What follows belongs to an exercise in optimizing a design on an open flow for small area and a short achievable clock period; a production flow would make more cautious choices. No functional check of the RTL was part of this run.

<file path="flow/config.mk">
export PLATFORM = sky130hd
export DESIGN_NAME = matrix_dot_4x4
export DESIGN_NICKNAME = matrix_dot_4x4
export VERILOG_FILES = /design/flow/design.v
export SDC_FILE = /design/flow/constraint.sdc
export NUM_CORES = 4
export LEC_CHECK = 0
export CAP_MARGIN = 20
export CORE_MARGIN = 2
export CORE_UTILIZATION = 40
export SLEW_MARGIN = 20
</file>
<file path="flow/constraint.sdc">
create_clock -name core_clock -period 5.0 [get_ports {clk}]
set_input_delay 1.0000 -clock core_clock [delete_from_list [all_inputs] [get_ports {clk}]]
set_output_delay 1.0000 -clock core_clock [all_outputs]
set_load 0.01 [all_outputs]
</file>
<file path="flow/design.v">
module PE_mul8 (
    input  [7:0]    a,
    input  [7:0]    t,
    output [15:0]   p
);
    wire pp0 = a[0] & t[0];
    wire pp1 = a[0] & t[1];
    wire pp2 = a[0] & t[2];
    wire pp3 = a[0] & t[3];
    wire pp4 = a[0] & t[4];
    wire pp5 = a[0] & t[5];
    wire pp6 = a[0] & t[6];
    wire pp7 = a[0] & t[7];
    wire pp8 = a[1] & t[0];
    wire pp9 = a[1] & t[1];
    wire pp10 = a[1] & t[2];
    wire pp11 = a[1] & t[3];
    wire pp12 = a[1] & t[4];
    wire pp13 = a[1] & t[5];
    wire pp14 = a[1] & t[6];
    wire pp15 = a[1] & t[7];
    wire pp16 = a[2] & t[0];
    wire pp17 = a[2] & t[1];
    wire pp18 = a[2] & t[2];
    wire pp19 = a[2] & t[3];
    wire pp20 = a[2] & t[4];
    wire pp21 = a[2] & t[5];
    wire pp22 = a[2] & t[6];
    wire pp23 = a[2] & t[7];
    wire pp24 = a[3] & t[0];
    wire pp25 = a[3] & t[1];
    wire pp26 = a[3] & t[2];
    wire pp27 = a[3] & t[3];
    wire pp28 = a[3] & t[4];
    wire pp29 = a[3] & t[5];
    wire pp30 = a[3] & t[6];
    wire pp31 = a[3] & t[7];
    wire pp32 = a[4] & t[0];
    wire pp33 = a[4] & t[1];
    wire pp34 = a[4] & t[2];
    wire pp35 = a[4] & t[3];
    wire pp36 = a[4] & t[4];
    wire pp37 = a[4] & t[5];
    wire pp38 = a[4] & t[6];
    wire pp39 = a[4] & t[7];
    wire pp40 = a[5] & t[0];
    wire pp41 = a[5] & t[1];
    wire pp42 = a[5] & t[2];
    wire pp43 = a[5] & t[3];
    wire pp44 = a[5] & t[4];
    wire pp45 = a[5] & t[5];
    wire pp46 = a[5] & t[6];
    wire pp47 = a[5] & t[7];
    wire pp48 = a[6] & t[0];
    wire pp49 = a[6] & t[1];
    wire pp50 = a[6] & t[2];
    wire pp51 = a[6] & t[3];
    wire pp52 = a[6] & t[4];
    wire pp53 = a[6] & t[5];
    wire pp54 = a[6] & t[6];
    wire pp55 = a[6] & t[7];
    wire pp56 = a[7] & t[0];
    wire pp57 = a[7] & t[1];
    wire pp58 = a[7] & t[2];
    wire pp59 = a[7] & t[3];
    wire pp60 = a[7] & t[4];
    wire pp61 = a[7] & t[5];
    wire pp62 = a[7] & t[6];
    wire pp63 = a[7] & t[7];
    wire s64 = pp6 ^ pp13;
    wire c65 = pp6 & pp13;
    wire s66 = pp7 ^ pp14 ^ pp21;
    wire c67 = (pp7 & pp14) | (pp7 & pp21) | (pp14 & pp21);
    wire s68 = pp28 ^ pp35;
    wire c69 = pp28 & pp35;
    wire s70 = pp15 ^ pp22 ^ pp29;
    wire c71 = (pp15 & pp22) | (pp15 & pp29) | (pp22 & pp29);
    wire s72 = pp36 ^ pp43;
    wire c73 = pp36 & pp43;
    wire s74 = pp23 ^ pp30 ^ pp37;
    wire c75 = (pp23 & pp30) | (pp23 & pp37) | (pp30 & pp37);
    wire s76 = pp4 ^ pp11;
    wire c77 = pp4 & pp11;
    wire s78 = pp5 ^ pp12 ^ pp19;
    wire c79 = (pp5 & pp12) | (pp5 & pp19) | (pp12 & pp19);
    wire s80 = pp26 ^ pp33;
    wire c81 = pp26 & pp33;
    wire s82 = pp20 ^ pp27 ^ pp34;
    wire c83 = (pp20 & pp27) | (pp20 & pp34) | (pp27 & pp34);
    wire s84 = pp41 ^ pp48 ^ s64;
    wire c85 = (pp41 & pp48) | (pp41 & s64) | (pp48 & s64);
    wire s86 = pp42 ^ pp49 ^ pp56;
    wire c87 = (pp42 & pp49) | (pp42 & pp56) | (pp49 & pp56);
    wire s88 = c65 ^ s66 ^ s68;
    wire c89 = (c65 & s66) | (c65 & s68) | (s66 & s68);
    wire s90 = pp50 ^ pp57 ^ c67;
    wire c91 = (pp50 & pp57) | (pp50 & c67) | (pp57 & c67);
    wire s92 = c69 ^ s70 ^ s72;
    wire c93 = (c69 & s70) | (c69 & s72) | (s70 & s72);
    wire s94 = pp44 ^ pp51 ^ pp58;
    wire c95 = (pp44 & pp51) | (pp44 & pp58) | (pp51 & pp58);
    wire s96 = c71 ^ c73 ^ s74;
    wire c97 = (c71 & c73) | (c71 & s74) | (c73 & s74);
    wire s98 = pp31 ^ pp38 ^ pp45;
    wire c99 = (pp31 & pp38) | (pp31 & pp45) | (pp38 & pp45);
    wire s100 = pp52 ^ pp59 ^ c75;
    wire c101 = (pp52 & pp59) | (pp52 & c75) | (pp59 & c75);
    wire s102 = pp39 ^ pp46 ^ pp53;
    wire c103 = (pp39 & pp46) | (pp39 & pp53) | (pp46 & pp53);
    wire s104 = pp3 ^ pp10;
    wire c105 = pp3 & pp10;
    wire s106 = pp18 ^ pp25 ^ pp32;
    wire c107 = (pp18 & pp25) | (pp18 & pp32) | (pp25 & pp32);
    wire s108 = pp40 ^ c77 ^ s78;
    wire c109 = (pp40 & c77) | (pp40 & s78) | (c77 & s78);
    wire s110 = c79 ^ c81 ^ s82;
    wire c111 = (c79 & c81) | (c79 & s82) | (c81 & s82);
    wire s112 = c83 ^ c85 ^ s86;
    wire c113 = (c83 & c85) | (c83 & s86) | (c85 & s86);
    wire s114 = c87 ^ c89 ^ s90;
    wire c115 = (c87 & c89) | (c87 & s90) | (c89 & s90);
    wire s116 = c91 ^ c93 ^ s94;
    wire c117 = (c91 & c93) | (c91 & s94) | (c93 & s94);
    wire s118 = c95 ^ c97 ^ s98;
    wire c119 = (c95 & c97) | (c95 & s98) | (c97 & s98);
    wire s120 = pp60 ^ c99 ^ c101;
    wire c121 = (pp60 & c99) | (pp60 & c101) | (c99 & c101);
    wire s122 = pp47 ^ pp54 ^ pp61;
    wire c123 = (pp47 & pp54) | (pp47 & pp61) | (pp54 & pp61);
    wire s124 = pp2 ^ pp9;
    wire c125 = pp2 & pp9;
    wire s126 = pp17 ^ pp24 ^ s104;
    wire c127 = (pp17 & pp24) | (pp17 & s104) | (pp24 & s104);
    wire s128 = s76 ^ c105 ^ s106;
    wire c129 = (s76 & c105) | (s76 & s106) | (c105 & s106);
    wire s130 = s80 ^ c107 ^ s108;
    wire c131 = (s80 & c107) | (s80 & s108) | (c107 & s108);
    wire s132 = s84 ^ c109 ^ s110;
    wire c133 = (s84 & c109) | (s84 & s110) | (c109 & s110);
    wire s134 = s88 ^ c111 ^ s112;
    wire c135 = (s88 & c111) | (s88 & s112) | (c111 & s112);
    wire s136 = s92 ^ c113 ^ s114;
    wire c137 = (s92 & c113) | (s92 & s114) | (c113 & s114);
    wire s138 = s96 ^ c115 ^ s116;
    wire c139 = (s96 & c115) | (s96 & s116) | (c115 & s116);
    wire s140 = s100 ^ c117 ^ s118;
    wire c141 = (s100 & c117) | (s100 & s118) | (c117 & s118);
    wire s142 = s102 ^ c119 ^ s120;
    wire c143 = (s102 & c119) | (s102 & s120) | (c119 & s120);
    wire s144 = c103 ^ c121 ^ s122;
    wire c145 = (c103 & c121) | (c103 & s122) | (c121 & s122);
    wire s146 = pp55 ^ pp62 ^ c123;
    wire c147 = (pp55 & pp62) | (pp55 & c123) | (pp62 & c123);
    wire [15:0] r0 = {1'b0, pp63, c145, c143, c141, c139, c137, c135, c133, c131, c129, c127, c125, pp16, pp1, pp0};
    wire [15:0] r1 = {1'b0, c147, s146, s144, s142, s140, s138, s136, s134, s132, s130, s128, s126, s124, pp8, 1'b0};
    assign p = r0 + r1;
endmodule
module PE_mul9 (
    input  [7:0]    a,
    input  [8:0]    t,
    output [16:0]   p
);
    wire pp0 = a[0] & t[0];
    wire pp1 = a[0] & t[1];
    wire pp2 = a[0] & t[2];
    wire pp3 = a[0] & t[3];
    wire pp4 = a[0] & t[4];
    wire pp5 = a[0] & t[5];
    wire pp6 = a[0] & t[6];
    wire pp7 = a[0] & t[7];
    wire pp8 = a[0] & t[8];
    wire pp9 = a[1] & t[0];
    wire pp10 = a[1] & t[1];
    wire pp11 = a[1] & t[2];
    wire pp12 = a[1] & t[3];
    wire pp13 = a[1] & t[4];
    wire pp14 = a[1] & t[5];
    wire pp15 = a[1] & t[6];
    wire pp16 = a[1] & t[7];
    wire pp17 = a[1] & t[8];
    wire pp18 = a[2] & t[0];
    wire pp19 = a[2] & t[1];
    wire pp20 = a[2] & t[2];
    wire pp21 = a[2] & t[3];
    wire pp22 = a[2] & t[4];
    wire pp23 = a[2] & t[5];
    wire pp24 = a[2] & t[6];
    wire pp25 = a[2] & t[7];
    wire pp26 = a[2] & t[8];
    wire pp27 = a[3] & t[0];
    wire pp28 = a[3] & t[1];
    wire pp29 = a[3] & t[2];
    wire pp30 = a[3] & t[3];
    wire pp31 = a[3] & t[4];
    wire pp32 = a[3] & t[5];
    wire pp33 = a[3] & t[6];
    wire pp34 = a[3] & t[7];
    wire pp35 = a[3] & t[8];
    wire pp36 = a[4] & t[0];
    wire pp37 = a[4] & t[1];
    wire pp38 = a[4] & t[2];
    wire pp39 = a[4] & t[3];
    wire pp40 = a[4] & t[4];
    wire pp41 = a[4] & t[5];
    wire pp42 = a[4] & t[6];
    wire pp43 = a[4] & t[7];
    wire pp44 = a[4] & t[8];
    wire pp45 = a[5] & t[0];
    wire pp46 = a[5] & t[1];
    wire pp47 = a[5] & t[2];
    wire pp48 = a[5] & t[3];
    wire pp49 = a[5] & t[4];
    wire pp50 = a[5] & t[5];
    wire pp51 = a[5] & t[6];
    wire pp52 = a[5] & t[7];
    wire pp53 = a[5] & t[8];
    wire pp54 = a[6] & t[0];
    wire pp55 = a[6] & t[1];
    wire pp56 = a[6] & t[2];
    wire pp57 = a[6] & t[3];
    wire pp58 = a[6] & t[4];
    wire pp59 = a[6] & t[5];
    wire pp60 = a[6] & t[6];
    wire pp61 = a[6] & t[7];
    wire pp62 = a[6] & t[8];
    wire pp63 = a[7] & t[0];
    wire pp64 = a[7] & t[1];
    wire pp65 = a[7] & t[2];
    wire pp66 = a[7] & t[3];
    wire pp67 = a[7] & t[4];
    wire pp68 = a[7] & t[5];
    wire pp69 = a[7] & t[6];
    wire pp70 = a[7] & t[7];
    wire pp71 = a[7] & t[8];
    wire s72 = pp6 ^ pp14;
    wire c73 = pp6 & pp14;
    wire s74 = pp7 ^ pp15 ^ pp23;
    wire c75 = (pp7 & pp15) | (pp7 & pp23) | (pp15 & pp23);
    wire s76 = pp31 ^ pp39;
    wire c77 = pp31 & pp39;
    wire s78 = pp8 ^ pp16 ^ pp24;
    wire c79 = (pp8 & pp16) | (pp8 & pp24) | (pp16 & pp24);
    wire s80 = pp32 ^ pp40 ^ pp48;
    wire c81 = (pp32 & pp40) | (pp32 & pp48) | (pp40 & pp48);
    wire s82 = pp17 ^ pp25 ^ pp33;
    wire c83 = (pp17 & pp25) | (pp17 & pp33) | (pp25 & pp33);
    wire s84 = pp41 ^ pp49;
    wire c85 = pp41 & pp49;
    wire s86 = pp26 ^ pp34 ^ pp42;
    wire c87 = (pp26 & pp34) | (pp26 & pp42) | (pp34 & pp42);
    wire s88 = pp4 ^ pp12;
    wire c89 = pp4 & pp12;
    wire s90 = pp5 ^ pp13 ^ pp21;
    wire c91 = (pp5 & pp13) | (pp5 & pp21) | (pp13 & pp21);
    wire s92 = pp29 ^ pp37;
    wire c93 = pp29 & pp37;
    wire s94 = pp22 ^ pp30 ^ pp38;
    wire c95 = (pp22 & pp30) | (pp22 & pp38) | (pp30 & pp38);
    wire s96 = pp46 ^ pp54 ^ s72;
    wire c97 = (pp46 & pp54) | (pp46 & s72) | (pp54 & s72);
    wire s98 = pp47 ^ pp55 ^ pp63;
    wire c99 = (pp47 & pp55) | (pp47 & pp63) | (pp55 & pp63);
    wire s100 = c73 ^ s74 ^ s76;
    wire c101 = (c73 & s74) | (c73 & s76) | (s74 & s76);
    wire s102 = pp56 ^ pp64 ^ c75;
    wire c103 = (pp56 & pp64) | (pp56 & c75) | (pp64 & c75);
    wire s104 = c77 ^ s78 ^ s80;
    wire c105 = (c77 & s78) | (c77 & s80) | (s78 & s80);
    wire s106 = pp57 ^ pp65 ^ c79;
    wire c107 = (pp57 & pp65) | (pp57 & c79) | (pp65 & c79);
    wire s108 = c81 ^ s82 ^ s84;
    wire c109 = (c81 & s82) | (c81 & s84) | (s82 & s84);
    wire s110 = pp50 ^ pp58 ^ pp66;
    wire c111 = (pp50 & pp58) | (pp50 & pp66) | (pp58 & pp66);
    wire s112 = c83 ^ c85 ^ s86;
    wire c113 = (c83 & c85) | (c83 & s86) | (c85 & s86);
    wire s114 = pp35 ^ pp43 ^ pp51;
    wire c115 = (pp35 & pp43) | (pp35 & pp51) | (pp43 & pp51);
    wire s116 = pp59 ^ pp67 ^ c87;
    wire c117 = (pp59 & pp67) | (pp59 & c87) | (pp67 & c87);
    wire s118 = pp44 ^ pp52 ^ pp60;
    wire c119 = (pp44 & pp52) | (pp44 & pp60) | (pp52 & pp60);
    wire s120 = pp3 ^ pp11;
    wire c121 = pp3 & pp11;
    wire s122 = pp20 ^ pp28 ^ pp36;
    wire c123 = (pp20 & pp28) | (pp20 & pp36) | (pp28 & pp36);
    wire s124 = pp45 ^ c89 ^ s90;
    wire c125 = (pp45 & c89) | (pp45 & s90) | (c89 & s90);
    wire s126 = c91 ^ c93 ^ s94;
    wire c127 = (c91 & c93) | (c91 & s94) | (c93 & s94);
    wire s128 = c95 ^ c97 ^ s98;
    wire c129 = (c95 & c97) | (c95 & s98) | (c97 & s98);
    wire s130 = c99 ^ c101 ^ s102;
    wire c131 = (c99 & c101) | (c99 & s102) | (c101 & s102);
    wire s132 = c103 ^ c105 ^ s106;
    wire c133 = (c103 & c105) | (c103 & s106) | (c105 & s106);
    wire s134 = c107 ^ c109 ^ s110;
    wire c135 = (c107 & c109) | (c107 & s110) | (c109 & s110);
    wire s136 = c111 ^ c113 ^ s114;
    wire c137 = (c111 & c113) | (c111 & s114) | (c113 & s114);
    wire s138 = pp68 ^ c115 ^ c117;
    wire c139 = (pp68 & c115) | (pp68 & c117) | (c115 & c117);
    wire s140 = pp53 ^ pp61 ^ pp69;
    wire c141 = (pp53 & pp61) | (pp53 & pp69) | (pp61 & pp69);
    wire s142 = pp2 ^ pp10;
    wire c143 = pp2 & pp10;
    wire s144 = pp19 ^ pp27 ^ s120;
    wire c145 = (pp19 & pp27) | (pp19 & s120) | (pp27 & s120);
    wire s146 = s88 ^ c121 ^ s122;
    wire c147 = (s88 & c121) | (s88 & s122) | (c121 & s122);
    wire s148 = s92 ^ c123 ^ s124;
    wire c149 = (s92 & c123) | (s92 & s124) | (c123 & s124);
    wire s150 = s96 ^ c125 ^ s126;
    wire c151 = (s96 & c125) | (s96 & s126) | (c125 & s126);
    wire s152 = s100 ^ c127 ^ s128;
    wire c153 = (s100 & c127) | (s100 & s128) | (c127 & s128);
    wire s154 = s104 ^ c129 ^ s130;
    wire c155 = (s104 & c129) | (s104 & s130) | (c129 & s130);
    wire s156 = s108 ^ c131 ^ s132;
    wire c157 = (s108 & c131) | (s108 & s132) | (c131 & s132);
    wire s158 = s112 ^ c133 ^ s134;
    wire c159 = (s112 & c133) | (s112 & s134) | (c133 & s134);
    wire s160 = s116 ^ c135 ^ s136;
    wire c161 = (s116 & c135) | (s116 & s136) | (c135 & s136);
    wire s162 = s118 ^ c137 ^ s138;
    wire c163 = (s118 & c137) | (s118 & s138) | (c137 & s138);
    wire s164 = c119 ^ c139 ^ s140;
    wire c165 = (c119 & c139) | (c119 & s140) | (c139 & s140);
    wire s166 = pp62 ^ pp70 ^ c141;
    wire c167 = (pp62 & pp70) | (pp62 & c141) | (pp70 & c141);
    wire [16:0] r0 = {1'b0, pp71, c165, c163, c161, c159, c157, c155, c153, c151, c149, c147, c145, c143, pp18, pp1, pp0};
    wire [16:0] r1 = {1'b0, c167, s166, s164, s162, s160, s158, s156, s154, s152, s150, s148, s146, s144, s142, pp9, 1'b0};
    assign p = r0 + r1;
endmodule
module PE_mul10 (
    input  [7:0]    a,
    input  [9:0]    t,
    output [17:0]   p
);
    wire pp0 = a[0] & t[0];
    wire pp1 = a[0] & t[1];
    wire pp2 = a[0] & t[2];
    wire pp3 = a[0] & t[3];
    wire pp4 = a[0] & t[4];
    wire pp5 = a[0] & t[5];
    wire pp6 = a[0] & t[6];
    wire pp7 = a[0] & t[7];
    wire pp8 = a[0] & t[8];
    wire pp9 = a[0] & t[9];
    wire pp10 = a[1] & t[0];
    wire pp11 = a[1] & t[1];
    wire pp12 = a[1] & t[2];
    wire pp13 = a[1] & t[3];
    wire pp14 = a[1] & t[4];
    wire pp15 = a[1] & t[5];
    wire pp16 = a[1] & t[6];
    wire pp17 = a[1] & t[7];
    wire pp18 = a[1] & t[8];
    wire pp19 = a[1] & t[9];
    wire pp20 = a[2] & t[0];
    wire pp21 = a[2] & t[1];
    wire pp22 = a[2] & t[2];
    wire pp23 = a[2] & t[3];
    wire pp24 = a[2] & t[4];
    wire pp25 = a[2] & t[5];
    wire pp26 = a[2] & t[6];
    wire pp27 = a[2] & t[7];
    wire pp28 = a[2] & t[8];
    wire pp29 = a[2] & t[9];
    wire pp30 = a[3] & t[0];
    wire pp31 = a[3] & t[1];
    wire pp32 = a[3] & t[2];
    wire pp33 = a[3] & t[3];
    wire pp34 = a[3] & t[4];
    wire pp35 = a[3] & t[5];
    wire pp36 = a[3] & t[6];
    wire pp37 = a[3] & t[7];
    wire pp38 = a[3] & t[8];
    wire pp39 = a[3] & t[9];
    wire pp40 = a[4] & t[0];
    wire pp41 = a[4] & t[1];
    wire pp42 = a[4] & t[2];
    wire pp43 = a[4] & t[3];
    wire pp44 = a[4] & t[4];
    wire pp45 = a[4] & t[5];
    wire pp46 = a[4] & t[6];
    wire pp47 = a[4] & t[7];
    wire pp48 = a[4] & t[8];
    wire pp49 = a[4] & t[9];
    wire pp50 = a[5] & t[0];
    wire pp51 = a[5] & t[1];
    wire pp52 = a[5] & t[2];
    wire pp53 = a[5] & t[3];
    wire pp54 = a[5] & t[4];
    wire pp55 = a[5] & t[5];
    wire pp56 = a[5] & t[6];
    wire pp57 = a[5] & t[7];
    wire pp58 = a[5] & t[8];
    wire pp59 = a[5] & t[9];
    wire pp60 = a[6] & t[0];
    wire pp61 = a[6] & t[1];
    wire pp62 = a[6] & t[2];
    wire pp63 = a[6] & t[3];
    wire pp64 = a[6] & t[4];
    wire pp65 = a[6] & t[5];
    wire pp66 = a[6] & t[6];
    wire pp67 = a[6] & t[7];
    wire pp68 = a[6] & t[8];
    wire pp69 = a[6] & t[9];
    wire pp70 = a[7] & t[0];
    wire pp71 = a[7] & t[1];
    wire pp72 = a[7] & t[2];
    wire pp73 = a[7] & t[3];
    wire pp74 = a[7] & t[4];
    wire pp75 = a[7] & t[5];
    wire pp76 = a[7] & t[6];
    wire pp77 = a[7] & t[7];
    wire pp78 = a[7] & t[8];
    wire pp79 = a[7] & t[9];
    wire s80 = pp6 ^ pp15;
    wire c81 = pp6 & pp15;
    wire s82 = pp7 ^ pp16 ^ pp25;
    wire c83 = (pp7 & pp16) | (pp7 & pp25) | (pp16 & pp25);
    wire s84 = pp34 ^ pp43;
    wire c85 = pp34 & pp43;
    wire s86 = pp8 ^ pp17 ^ pp26;
    wire c87 = (pp8 & pp17) | (pp8 & pp26) | (pp17 & pp26);
    wire s88 = pp35 ^ pp44 ^ pp53;
    wire c89 = (pp35 & pp44) | (pp35 & pp53) | (pp44 & pp53);
    wire s90 = pp9 ^ pp18 ^ pp27;
    wire c91 = (pp9 & pp18) | (pp9 & pp27) | (pp18 & pp27);
    wire s92 = pp36 ^ pp45 ^ pp54;
    wire c93 = (pp36 & pp45) | (pp36 & pp54) | (pp45 & pp54);
    wire s94 = pp19 ^ pp28 ^ pp37;
    wire c95 = (pp19 & pp28) | (pp19 & pp37) | (pp28 & pp37);
    wire s96 = pp46 ^ pp55;
    wire c97 = pp46 & pp55;
    wire s98 = pp29 ^ pp38 ^ pp47;
    wire c99 = (pp29 & pp38) | (pp29 & pp47) | (pp38 & pp47);
    wire s100 = pp4 ^ pp13;
    wire c101 = pp4 & pp13;
    wire s102 = pp5 ^ pp14 ^ pp23;
    wire c103 = (pp5 & pp14) | (pp5 & pp23) | (pp14 & pp23);
    wire s104 = pp32 ^ pp41;
    wire c105 = pp32 & pp41;
    wire s106 = pp24 ^ pp33 ^ pp42;
    wire c107 = (pp24 & pp33) | (pp24 & pp42) | (pp33 & pp42);
    wire s108 = pp51 ^ pp60 ^ s80;
    wire c109 = (pp51 & pp60) | (pp51 & s80) | (pp60 & s80);
    wire s110 = pp52 ^ pp61 ^ pp70;
    wire c111 = (pp52 & pp61) | (pp52 & pp70) | (pp61 & pp70);
    wire s112 = c81 ^ s82 ^ s84;
    wire c113 = (c81 & s82) | (c81 & s84) | (s82 & s84);
    wire s114 = pp62 ^ pp71 ^ c83;
    wire c115 = (pp62 & pp71) | (pp62 & c83) | (pp71 & c83);
    wire s116 = c85 ^ s86 ^ s88;
    wire c117 = (c85 & s86) | (c85 & s88) | (s86 & s88);
    wire s118 = pp63 ^ pp72 ^ c87;
    wire c119 = (pp63 & pp72) | (pp63 & c87) | (pp72 & c87);
    wire s120 = c89 ^ s90 ^ s92;
    wire c121 = (c89 & s90) | (c89 & s92) | (s90 & s92);
    wire s122 = pp64 ^ pp73 ^ c91;
    wire c123 = (pp64 & pp73) | (pp64 & c91) | (pp73 & c91);
    wire s124 = c93 ^ s94 ^ s96;
    wire c125 = (c93 & s94) | (c93 & s96) | (s94 & s96);
    wire s126 = pp56 ^ pp65 ^ pp74;
    wire c127 = (pp56 & pp65) | (pp56 & pp74) | (pp65 & pp74);
    wire s128 = c95 ^ c97 ^ s98;
    wire c129 = (c95 & c97) | (c95 & s98) | (c97 & s98);
    wire s130 = pp39 ^ pp48 ^ pp57;
    wire c131 = (pp39 & pp48) | (pp39 & pp57) | (pp48 & pp57);
    wire s132 = pp66 ^ pp75 ^ c99;
    wire c133 = (pp66 & pp75) | (pp66 & c99) | (pp75 & c99);
    wire s134 = pp49 ^ pp58 ^ pp67;
    wire c135 = (pp49 & pp58) | (pp49 & pp67) | (pp58 & pp67);
    wire s136 = pp3 ^ pp12;
    wire c137 = pp3 & pp12;
    wire s138 = pp22 ^ pp31 ^ pp40;
    wire c139 = (pp22 & pp31) | (pp22 & pp40) | (pp31 & pp40);
    wire s140 = pp50 ^ c101 ^ s102;
    wire c141 = (pp50 & c101) | (pp50 & s102) | (c101 & s102);
    wire s142 = c103 ^ c105 ^ s106;
    wire c143 = (c103 & c105) | (c103 & s106) | (c105 & s106);
    wire s144 = c107 ^ c109 ^ s110;
    wire c145 = (c107 & c109) | (c107 & s110) | (c109 & s110);
    wire s146 = c111 ^ c113 ^ s114;
    wire c147 = (c111 & c113) | (c111 & s114) | (c113 & s114);
    wire s148 = c115 ^ c117 ^ s118;
    wire c149 = (c115 & c117) | (c115 & s118) | (c117 & s118);
    wire s150 = c119 ^ c121 ^ s122;
    wire c151 = (c119 & c121) | (c119 & s122) | (c121 & s122);
    wire s152 = c123 ^ c125 ^ s126;
    wire c153 = (c123 & c125) | (c123 & s126) | (c125 & s126);
    wire s154 = c127 ^ c129 ^ s130;
    wire c155 = (c127 & c129) | (c127 & s130) | (c129 & s130);
    wire s156 = pp76 ^ c131 ^ c133;
    wire c157 = (pp76 & c131) | (pp76 & c133) | (c131 & c133);
    wire s158 = pp59 ^ pp68 ^ pp77;
    wire c159 = (pp59 & pp68) | (pp59 & pp77) | (pp68 & pp77);
    wire s160 = pp2 ^ pp11;
    wire c161 = pp2 & pp11;
    wire s162 = pp21 ^ pp30 ^ s136;
    wire c163 = (pp21 & pp30) | (pp21 & s136) | (pp30 & s136);
    wire s164 = s100 ^ c137 ^ s138;
    wire c165 = (s100 & c137) | (s100 & s138) | (c137 & s138);
    wire s166 = s104 ^ c139 ^ s140;
    wire c167 = (s104 & c139) | (s104 & s140) | (c139 & s140);
    wire s168 = s108 ^ c141 ^ s142;
    wire c169 = (s108 & c141) | (s108 & s142) | (c141 & s142);
    wire s170 = s112 ^ c143 ^ s144;
    wire c171 = (s112 & c143) | (s112 & s144) | (c143 & s144);
    wire s172 = s116 ^ c145 ^ s146;
    wire c173 = (s116 & c145) | (s116 & s146) | (c145 & s146);
    wire s174 = s120 ^ c147 ^ s148;
    wire c175 = (s120 & c147) | (s120 & s148) | (c147 & s148);
    wire s176 = s124 ^ c149 ^ s150;
    wire c177 = (s124 & c149) | (s124 & s150) | (c149 & s150);
    wire s178 = s128 ^ c151 ^ s152;
    wire c179 = (s128 & c151) | (s128 & s152) | (c151 & s152);
    wire s180 = s132 ^ c153 ^ s154;
    wire c181 = (s132 & c153) | (s132 & s154) | (c153 & s154);
    wire s182 = s134 ^ c155 ^ s156;
    wire c183 = (s134 & c155) | (s134 & s156) | (c155 & s156);
    wire s184 = c135 ^ c157 ^ s158;
    wire c185 = (c135 & c157) | (c135 & s158) | (c157 & s158);
    wire s186 = pp69 ^ pp78 ^ c159;
    wire c187 = (pp69 & pp78) | (pp69 & c159) | (pp78 & c159);
    wire [17:0] r0 = {1'b0, pp79, c185, c183, c181, c179, c177, c175, c173, c171, c169, c167, c165, c163, c161, pp20, pp1, pp0};
    wire [17:0] r1 = {1'b0, c187, s186, s184, s182, s180, s178, s176, s174, s172, s170, s168, s166, s164, s162, s160, pp10, 1'b0};
    assign p = r0 + r1;
endmodule
module matrix_dot_4x4 (
    input clk,
    input reset,
    input [7:0] A_in_0, A_in_1, A_in_2, A_in_3,
    input [7:0] B_in_0, B_in_1, B_in_2, B_in_3,
    output [31:0] C_out_00, C_out_01, C_out_02, C_out_03,
    output [31:0] C_out_10, C_out_11, C_out_12, C_out_13,
    output [31:0] C_out_20, C_out_21, C_out_22, C_out_23,
    output [31:0] C_out_30, C_out_31, C_out_32, C_out_33
);
    reg [7:0] a0_0;
    reg [7:0] a0_1;
    reg [7:0] a0_2;
    reg [7:0] a0_3;
    reg [7:0] a1_0;
    reg [7:0] a1_1;
    reg [7:0] a1_2;
    reg [7:0] a1_3;
    reg [7:0] a2_0;
    reg [7:0] a2_1;
    reg [7:0] a2_2;
    reg [7:0] a2_3;
    reg [7:0] a3_0;
    reg [7:0] a3_1;
    reg [7:0] a3_2;
    reg [7:0] a3_3;
    reg [7:0] t0_0;
    reg [7:0] t0_1;
    reg [7:0] t0_2;
    reg [7:0] t0_3;
    reg [8:0] t1_0;
    reg [8:0] t1_1;
    reg [8:0] t1_2;
    reg [8:0] t1_3;
    reg [9:0] t2_0;
    reg [9:0] t2_1;
    reg [9:0] t2_2;
    reg [9:0] t2_3;
    reg [9:0] t3_0;
    reg [9:0] t3_1;
    reg [9:0] t3_2;
    reg [9:0] t3_3;
    always @(posedge clk) begin
        a0_0 <= A_in_0;
        a0_1 <= a0_0;
        a0_2 <= a0_1;
        a0_3 <= a0_2;
        a1_0 <= A_in_1;
        a1_1 <= a1_0;
        a1_2 <= a1_1;
        a1_3 <= a1_2;
        a2_0 <= A_in_2;
        a2_1 <= a2_0;
        a2_2 <= a2_1;
        a2_3 <= a2_2;
        a3_0 <= A_in_3;
        a3_1 <= a3_0;
        a3_2 <= a3_1;
        a3_3 <= a3_2;
        t0_0 <= B_in_0;
        t1_0 <= t0_0 + B_in_1;
        t2_0 <= t1_0 + B_in_2;
        t3_0 <= t2_0 + B_in_3;
        t0_1 <= t0_0;
        t0_2 <= t0_1;
        t0_3 <= t0_2;
        t1_1 <= t1_0;
        t1_2 <= t1_1;
        t1_3 <= t1_2;
        t2_1 <= t2_0;
        t2_2 <= t2_1;
        t2_3 <= t2_2;
        t3_1 <= t3_0;
        t3_2 <= t3_1;
        t3_3 <= t3_2;
    end
    wire [15:0] p00;
    reg  [15:0] q00;
    PE_mul8 m00 (.a(a0_0), .t(t0_0), .p(p00));
    wire [16:0] p01;
    reg  [16:0] q01;
    PE_mul9 m01 (.a(a0_1), .t(t1_0), .p(p01));
    wire [17:0] p02;
    reg  [17:0] q02;
    PE_mul10 m02 (.a(a0_2), .t(t2_0), .p(p02));
    wire [17:0] p03;
    reg  [17:0] q03;
    PE_mul10 m03 (.a(a0_3), .t(t3_0), .p(p03));
    wire [15:0] p10;
    reg  [15:0] q10;
    PE_mul8 m10 (.a(a1_0), .t(t0_1), .p(p10));
    wire [16:0] p11;
    reg  [16:0] q11;
    PE_mul9 m11 (.a(a1_1), .t(t1_1), .p(p11));
    wire [17:0] p12;
    reg  [17:0] q12;
    PE_mul10 m12 (.a(a1_2), .t(t2_1), .p(p12));
    wire [17:0] p13;
    reg  [17:0] q13;
    PE_mul10 m13 (.a(a1_3), .t(t3_1), .p(p13));
    wire [15:0] p20;
    reg  [15:0] q20;
    PE_mul8 m20 (.a(a2_0), .t(t0_2), .p(p20));
    wire [16:0] p21;
    reg  [16:0] q21;
    PE_mul9 m21 (.a(a2_1), .t(t1_2), .p(p21));
    wire [17:0] p22;
    reg  [17:0] q22;
    PE_mul10 m22 (.a(a2_2), .t(t2_2), .p(p22));
    wire [17:0] p23;
    reg  [17:0] q23;
    PE_mul10 m23 (.a(a2_3), .t(t3_2), .p(p23));
    wire [15:0] p30;
    reg  [15:0] q30;
    PE_mul8 m30 (.a(a3_0), .t(t0_3), .p(p30));
    wire [16:0] p31;
    reg  [16:0] q31;
    PE_mul9 m31 (.a(a3_1), .t(t1_3), .p(p31));
    wire [17:0] p32;
    reg  [17:0] q32;
    PE_mul10 m32 (.a(a3_2), .t(t2_3), .p(p32));
    wire [17:0] p33;
    reg  [17:0] q33;
    PE_mul10 m33 (.a(a3_3), .t(t3_3), .p(p33));
    always @(posedge clk) begin
        q00 <= p00;
        q01 <= p01;
        q02 <= p02;
        q03 <= p03;
        q10 <= p10;
        q11 <= p11;
        q12 <= p12;
        q13 <= p13;
        q20 <= p20;
        q21 <= p21;
        q22 <= p22;
        q23 <= p23;
        q30 <= p30;
        q31 <= p31;
        q32 <= p32;
        q33 <= p33;
    end
    assign C_out_00 = {16'd0, q00};
    assign C_out_01 = {15'd0, q01};
    assign C_out_02 = {14'd0, q02};
    assign C_out_03 = {14'd0, q03};
    assign C_out_10 = {16'd0, q10};
    assign C_out_11 = {15'd0, q11};
    assign C_out_12 = {14'd0, q12};
    assign C_out_13 = {14'd0, q13};
    assign C_out_20 = {16'd0, q20};
    assign C_out_21 = {15'd0, q21};
    assign C_out_22 = {14'd0, q22};
    assign C_out_23 = {14'd0, q23};
    assign C_out_30 = {16'd0, q30};
    assign C_out_31 = {15'd0, q31};
    assign C_out_32 = {14'd0, q32};
    assign C_out_33 = {14'd0, q33};
endmodule
</file>
<file path="flow/run.sh">
#!/bin/bash
# synth_recipe.tcl (not shown) runs the flow's synth.tcl, then flattens the netlist and writes it again
# the make line also repeats each setting of config.mk as NAME=value (left out here)
make -C /OpenROAD-flow-scripts/flow DESIGN_CONFIG=/design/flow/config.mk WORK_HOME=/design/flow/orfs CLKGATE_MAP_FILE= SYNTH_SCRIPT=/design/flow/synth_recipe.tcl finish
</file>
==> summary.txt <==
## metal layers
layer | up-vias | global-route usage | part of all wire
met4 | 10 | 0.0627 | 0.032
met5 | - | 0 | 0.00062
met3 | 196 | 0.0452 | 0.057
met2 | 697 | 0.339 | 0.50
met1 | 17300 | 0.238 | 0.41
li1 | 16500 | - | -
## final cells by class
| cell class | instances | area (sq um) | share of cell area |
|---|---|---|---|
| Antenna cell | 1 | 2.50 | 0.0000444 |
| Clock buffer | 94 | 2030 | 0.0359 |
| Clock inverter | 35 | 497 | 0.00881 |
| Inverter | 1030 | 3870 | 0.0686 |
| Multi-Input combinational cell | 3630 | 33000 | 0.586 |
| Sequential cell | 552 | 11100 | 0.196 |
| Tap cell | 1625 | 2030 | 0.0361 |
| Timing Repair Buffer | 404 | 3880 | 0.0689 |
## worst paths after layout
check | startpoint | end | slack (ns)
max reg2reg | a0_2[2] | q02[17] | 0.30
min | t1_0[3] | t1_1[3] | 0.40
max | a0_2[2] | q02[17] | 0.30
min reg2reg | t1_0[3] | t1_1[3] | 0.40
## cells by family after synthesis
group / after synthesis / share of synthesized area
and+or+nand+nor: 1534 / 0.160
DFF: 552 / 0.226
AOI/OAI and AO/OA: 574 / 0.0759
other: 1 / 0.0000766
muxes: 1 / 0.000204
adders and majority gates: 1079 / 0.383
buffers and inverters: 1307 / 0.118
xor gates and xnor gates: 206 / 0.0368
## worst max-delay path, delay by kind of cell (launching register included)
kind            cells  cell delay, ns
buf+inv             3            0.19
compound gates      5            1.16
flops               1            0.58
fa+ha+maj           5            2.27
simple gates        2            0.38
## flip-flops by register name, summed over array words and instances, names as in the netlist, 18 cells and up
register	count
q12	18
q13	18
q02	18
q33	18
q23	18
q03	18
q32	18
q22	18
## synth_stat cells (31+ instances only)
cell / count
a21o_1: 93
a21oi_1: 181
and2_1: 729
buf_4: 236
clkbuf_1: 41
dfxtp_1: 552
fa_1: 699
ha_1: 380
inv_1: 1030
nand2_1: 538
nand3_1: 31
nor2_1: 130
nor3_1: 36
o21a_1: 32
o21ai_0: 102
o21bai_1: 31
xnor2_1: 141
xor2_1: 65
## through the flow
stage | util | setup WS, ns | hold slack [ns] | cells
2_1_floorplan | - | 0.632 | 0.329 | 5489
3_3_place_gp | 0.442 | 0.310 | 0.388 | 7241
3_5_place_dp | 0.442 | 0.317 | 0.391 | 7241
4_1_cts | 0.463 | 0.284 | 0.406 | 7370
5_1_grt | 0.463 | 0.00542 | 0.425 | 7370
6_report | 0.463 | 0.302 | 0.401 | 7371
## repair_timing
| item | 4_1_cts | 5_1_grt |
|---|---|---|
| hold endpoints to repair | 0 | 0 |
| setup endpoints to repair | 0 | 1 |
| hold buffers | 0 | 0 |
| gates resized for setup | 0 | 1 |
==> flow_metrics.env <==
export IMPL_synth_warnings=1
export IMPL_grt_ovfl_total=0
export IMPL_worst_setup_path_type="flop to flop"
export IMPL_dieArea_sq_um=125000
export IMPL_initial_core_util=0.402
export IMPL_critPathLaunchType="flop"
export IMPL_place_area_sq_um=53900
export IMPL_clk_latency_ns=0.65
export IMPL_clock_path_buffers=3
export IMPL_ant_nets=0
export IMPL_final_cell_mix="1030 x inv_1, 729 x and2_1, 699 x fa_1, 551 x dfxtp_1, 538 x nand2_1"
export IMPL_area_growth_pct=15.1
export IMPL_synth_ff_type="dfxtp_1"
export IMPL_wl_um=120000
export IMPL_rows=128
export IMPL_place_congestion=0.875
export IMPL_ys_ff_latch=552
export IMPL_status="timing/DRC/antenna clean"
export IMPL_end_kind="flop"
export IMPL_slew_headroom=0.577
export IMPL_nets=6833
export IMPL_cp_max_fo=11
export IMPL_min_period_ns=4.70
export IMPL_portBuffers=340
export IMPL_cts_max_level=3
export IMPL_setup_viol_count_final=0
export IMPL_synth_cell_types=69
export IMPL_cts_tree="done"
export IMPL_design_area_sq_um=56400
export IMPL_skew_ns=0.0293
export IMPL_grt_pass1_vias=36300
export IMPL_grt_max_degree=14
export IMPL_via_per_inst=4.71
export IMPL_cts_buffers=70
export IMPL_grt_pass1_wl_um=194000
export IMPL_nFillCells=11800
export IMPL_fmax_mhz=213
export IMPL_final_common_cell="inv_1"
export IMPL_cp_required_ns=5.54
export IMPL_cts_sinks=552
export IMPL_grt_usage=0.195
export IMPL_vias=34800
export IMPL_worstRegToRegCells=15
export IMPL_chipWidth_um=354
export IMPL_hold_class="flop to flop"
export IMPL_yosysTopAreaCell="fa_1"
export IMPL_drc_errors=0
export IMPL_synth_top_cells_by_area="fa_1 29%, dfxtp_1 23%, ha_1 9.7%"
export IMPL_cts_setup_buffers=0
export IMPL_slew_viol_final=0
export IMPL_cp_arrival_ns=5.24
export IMPL_drtIter0Drc=1466
export IMPL_cp_slowest_cell="dfxtp_1"
export IMPL_antenna_found_initial=7
export IMPL_fin_crit_sh=0.940
export IMPL_maxCapViolations=0
export IMPL_cp_common_cell="fa_1"
export IMPL_grt_setup_unrepaired="no"
export IMPL_cts_root_buf="clkbuf_16"
export IMPL_cpPeakStageDelay_ns=0.58
export IMPL_tightest_slew_ns=0.630
export IMPL_crit_chain="nand2_1 -> fa_1 -> inv_1 -> fa_1 -> inv_1 -> fa_1 -> fa_1 -> inv_1 -> ha_1 -> and3_1 -> a221o_1 -> a21oi_1 -> o21ai_1 -> a221o_1 -> a21o_1"
export IMPL_die_y_um=354
export IMPL_async_flop_share=0
export IMPL_fin_tns_setup_ns=0
export IMPL_syn_inst=5254
export IMPL_syn_area_sq_um=49000
export IMPL_synth_edf_count=0
export IMPL_wl_per_cell_um=16.3
export IMPL_synth_top_area_share=0.286
export IMPL_io_pins=578
export IMPL_min_path_cells=0
export IMPL_cts_clk_slew_worst_paths_ns=0.06
export IMPL_ys_seq_area_frac=0.226
export IMPL_hold_viol=0
export IMPL_drt_first_pass_iters=6
export IMPL_coreArea_sq_um=122000
export IMPL_layout_drive_gt1_share=0.0362
export IMPL_dp_hpwl_um=97500
export IMPL_avgSynthCellArea_sq_um=9.32

## afterwards: timing with drivers on the ports
In the flow no input, the clock included, has a driving cell. The finished layout below was timed again as built, in two steps.
Step 1, drivers: a clkbuf_16 drives clk and a buf_2 each remaining input, both assumed.
Step 2, shift: input delay + t, output delay - t, t = (earliest + latest rising clock arrival at the registers) / 2. This alone moves slack from input paths to output paths.
a / b / c = no drivers / after step 1 / after step 2; a / b = the first two.
t (ns): 0.707
setup WS [ns]: 0.302 / 0.302 / 0.302
latest minus earliest clock arrival (ns): 0.032 / 0.032
After both steps setup and hold are still met in this run. For this run, drivers alone change the setup slack by 0.000 ns; drivers and shift together by 0.000 ns.
